Source: an optimization exercise on an open RTL-to-GDS flow (aim: small area and a short achievable clock period). Production flows keep margins and buffers that such runs may drop.
Only simulation tests tie the RTL to the original design; equivalence was not proved.
No activity file was given, so power comes from the tool's default toggle rates.

Q:
==> flow/design.v <==
module ram_inv   (input a, output y);                 assign y = ~a;                      endmodule
module ram_nand2 (input a, b, output y);              assign y = ~(a & b);                endmodule
module ram_nor2  (input a, b, output y);              assign y = ~(a | b);                endmodule
module ram_nand3 (input a, b, c, output y);           assign y = ~(a & b & c);            endmodule
module ram_nor3  (input a, b, c, output y);           assign y = ~(a | b | c);            endmodule
module ram_nand4 (input a, b, c, d, output y);        assign y = ~(a & b & c & d);        endmodule
module ram_a22o  (input a1, a2, b1, b2, output y);    assign y = (a1 & a2) | (b1 & b2);   endmodule
module ram_rd8 (input [7:0] lo, input [7:0] q, output r);
  wire [3:0] n;
  genvar p;
  generate
    for (p = 0; p < 4; p = p + 1) begin : g_pair
      assign n[p] = ~((lo[2*p] & q[2*p]) | (lo[2*p+1] & q[2*p+1]));
    end
  endgenerate
  assign r = ~(&n);
endmodule
module ram_o21ai (input a1, a2, b1, output y);        assign y = ~((a1 | a2) & b1);       endmodule
module ram_dec4 (input [3:0] a, input en_n, output [15:0] y);
  wire [3:0] an;
  wire [3:0] pl_n, ph_n;    
  genvar i;
  generate
    for (i = 0; i < 4; i = i + 1) begin : g_inv
      ram_inv u (.a(a[i]), .y(an[i]));
    end
    for (i = 0; i < 4; i = i + 1) begin : g_pre
      ram_nand2 ul (.a((i % 2) ? a[0] : an[0]), .b((i / 2) ? a[1] : an[1]), .y(pl_n[i]));
      ram_nand2 uh (.a((i % 2) ? a[2] : an[2]), .b((i / 2) ? a[3] : an[3]), .y(ph_n[i]));
    end
    for (i = 0; i < 16; i = i + 1) begin : g_out
      ram_nor3 u (.a(pl_n[i % 4]), .b(ph_n[i / 4]), .c(en_n), .y(y[i]));
    end
  endgenerate
endmodule
module ram_dec4n (input [3:0] a, output [15:0] y);
  wire [3:0] an;
  wire [3:0] pl_n, ph_n;
  genvar i;
  generate
    for (i = 0; i < 4; i = i + 1) begin : g_inv
      ram_inv u (.a(a[i]), .y(an[i]));
    end
    for (i = 0; i < 4; i = i + 1) begin : g_pre
      ram_nand2 ul (.a((i % 2) ? a[0] : an[0]), .b((i / 2) ? a[1] : an[1]), .y(pl_n[i]));
      ram_nand2 uh (.a((i % 2) ? a[2] : an[2]), .b((i / 2) ? a[3] : an[3]), .y(ph_n[i]));
    end
    for (i = 0; i < 16; i = i + 1) begin : g_out
      ram_nor2 u (.a(pl_n[i % 4]), .b(ph_n[i / 4]), .y(y[i]));
    end
  endgenerate
endmodule
module ram
#(
  parameter addr_size = 8,
  parameter data_size = 8
)
(
  input clk,
  input rst,
  input write_en,
  input [addr_size-1:0]write_adress,
  input [data_size-1:0]data_in,
  input rd_en,
  input [addr_size-1:0]rd_adress,
  output reg [data_size-1:0]data_out
);
  reg  [256*data_size-1:0] mem;
  wire [256*data_size-1:0] mem_d;
  genvar g, i, b, p;
  wire wr_any_n;
  ram_nor2 u_wr_any_n (.a(write_en), .b(rst), .y(wr_any_n));    
  wire [data_size-1:0] din_n, wdata;
  generate
    for (b = 0; b < data_size; b = b + 1) begin : g_wdata
      ram_inv  ui (.a(data_in[b]), .y(din_n[b]));
      ram_nor2 un (.a(din_n[b]), .b(rst), .y(wdata[b]));        
    end
  endgenerate
  wire [15:0] wlo, whi, wlo_n, whi_n;
  ram_dec4n u_wdec_lo (.a(write_adress[3:0]), .y(wlo));
  ram_dec4 u_wdec_hi (.a(write_adress[7:4]), .en_n(wr_any_n), .y(whi));
  generate
    for (i = 0; i < 16; i = i + 1) begin : g_wdec_n
      ram_inv ul (.a(wlo[i]), .y(wlo_n[i]));
      ram_inv uh (.a(whi[i]), .y(whi_n[i]));
    end
    for (g = 0; g < 16; g = g + 1) begin : g_wgrp
      for (i = 0; i < 16; i = i + 1) begin : g_wword
        wire we, hold;
        ram_nor2  u_we   (.a(wlo_n[i]), .b(whi_n[g]), .y(we));
        ram_nand2 u_hold (.a(wlo[i]),   .b(whi[g]),   .y(hold));
        for (b = 0; b < data_size; b = b + 1) begin : g_bit
          ram_a22o u (.a1(we), .a2(wdata[b]), .b1(hold), .b2(mem[(16*g+i)*data_size+b]),
                      .y(mem_d[(16*g+i)*data_size+b]));
        end
      end
    end
  endgenerate
  always @(posedge clk)
    mem <= mem_d;
  wire rd_en_n, rd, rd_n;
  ram_inv   u_rd_en_n (.a(rd_en), .y(rd_en_n));
  ram_nor2  u_rd_n_n  (.a(rd_en_n), .b(rst), .y(rd));             
  ram_inv   u_rd_n    (.a(rd), .y(rd_n));
  wire [15:0] rlo, rhi;
  ram_dec4n u_rdec_lo (.a(rd_adress[3:0]), .y(rlo));
  ram_dec4 u_rdec_hi (.a(rd_adress[7:4]), .en_n(rd_n), .y(rhi));
  wire [data_size-1:0] rd_d;
  generate
    for (b = 0; b < data_size; b = b + 1) begin : g_rbit
      wire [15:0] t_n;       
      for (g = 0; g < 16; g = g + 1) begin : g_rgrp
        wire [15:0] q;
        wire [1:0]  r;
        for (p = 0; p < 16; p = p + 1) begin : g_q
          assign q[p] = mem[(16*g+p)*data_size+b];
        end
        ram_rd8 u_r0 (.lo(rlo[7:0]),  .q(q[7:0]),  .r(r[0]));
        ram_rd8 u_r1 (.lo(rlo[15:8]), .q(q[15:8]), .r(r[1]));
        ram_o21ai u_t  (.a1(r[0]), .a2(r[1]), .b1(rhi[g]), .y(t_n[g]));
      end
      wire [3:0] u;
      wire [1:0] v_n;
      wire       h_n;
      for (p = 0; p < 4; p = p + 1) begin : g_u
        ram_nand4 uu (.a(t_n[4*p]), .b(t_n[4*p+1]), .c(t_n[4*p+2]), .d(t_n[4*p+3]), .y(u[p]));
      end
      ram_nor2  uv0 (.a(u[0]), .b(u[1]), .y(v_n[0]));
      ram_nor2  uv1 (.a(u[2]), .b(u[3]), .y(v_n[1]));
      ram_nand2 uh  (.a(data_out[b]), .b(rd_n), .y(h_n));          
      ram_nand3 ud  (.a(v_n[0]), .b(v_n[1]), .c(h_n), .y(rd_d[b]));
    end
  endgenerate
  always @(posedge clk)
    data_out <= rd_d;
endmodule
make LEC_CHECK=0 CAP_MARGIN=20 CORE_MARGIN=2 CORE_UTILIZATION=45 CTS_CLUSTER_DIAMETER=100 CTS_CLUSTER_SIZE=20 SETUP_SLACK_MARGIN=1.2 SLEW_MARGIN=20 SYNTH_HIERARCHICAL=1 finish   # period 3.4 ns
run.sh (not shown) runs the stock make flow with config.mk's settings and CLKGATE_MAP_FILE= SYNTH_SCRIPT=/design/flow/synth_recipe.tcl, a recipe that flattens the netlist after the stock synthesis.
In summary, Q completed successfully, with a layout that passed the timing, DRC and antenna checks.
Inputs modified between Q and P:
==> flow/flow/run.sh (new file) <==
#!/bin/bash
# The standard layout, except that the port buffers are plain buffers
# (sky130_fd_sc_hd__buf_4) rather than the delay cells that buffer_ports picks
# by default. make's full output goes to make_finish.log; ORFS keeps each
# step's own log under orfs/logs/.
set -euo pipefail
bash standard.sh "BUFFER_PORTS_ARGS=-buffer_cell sky130_fd_sc_hd__buf_4" finish > make_finish.log 2>&1
==> flow/standard.sh (new file) <==
#!/bin/bash
# synth_recipe.tcl (not shown) runs the flow's synth.tcl, then flattens the netlist and writes it again
# the make line also repeats each setting of config.mk as NAME=value (left out here)
make -C /OpenROAD-flow-scripts/flow DESIGN_CONFIG=/design/flow/config.mk WORK_HOME=/design/flow/orfs CLKGATE_MAP_FILE= SYNTH_SCRIPT=/design/flow/synth_recipe.tcl "${@:-finish}"
removed: flow/run.sh
[summary]
[P vs Q] switching power of the nets: lower in P. Diff Q -> P | clock period minus worst slack | increase of 0.077 ns. Taking Q over P, the final area ratio works out to 1.05. Kind of path behind the tightest hold check = in -> reg: P; kind of path behind the tightest hold check = reg -> reg: Q. P -> Q: routed wire length flat. Delta(worst stage delay on the critical path, P - Q) > 0.

what the ideal ports hide:
How much do the figures lean on ideal ports? The routed layouts below were timed once more, with nothing changed but the port constraints. Step 1: set_driving_cell puts a clkbuf_16 on clk and a buf_2 on each other input, an assumption about the parent block. Step 2 times the ports against the registers' clock, not the clock port: input delays grow and output delays shrink by t, the midpoint of the rising clock arrivals with the driver on. Slacks: ideal ports / drivers / drivers and shift; pairs: ideal ports / drivers.
run | shift t [ns] | slack for setup (ns) | hold WS [ns] | worst setup path after step 2 | clock arrival spread, ns
Q | 0.853 | 1.034 / 1.055 / 0.202 | 0.473 / 0.473 / 0.473 | input to register | 0.040 / 0.039
P | 0.856 | 0.958 / 1.007 / 0.151 | 0.423 / 0.367 / 0.474 | input to register | 0.028 / 0.028
After both steps setup and hold are still met in every run listed. For Q, which loses most, drivers alone change the setup slack by +0.021 ns; drivers and shift together by -0.832 ns.
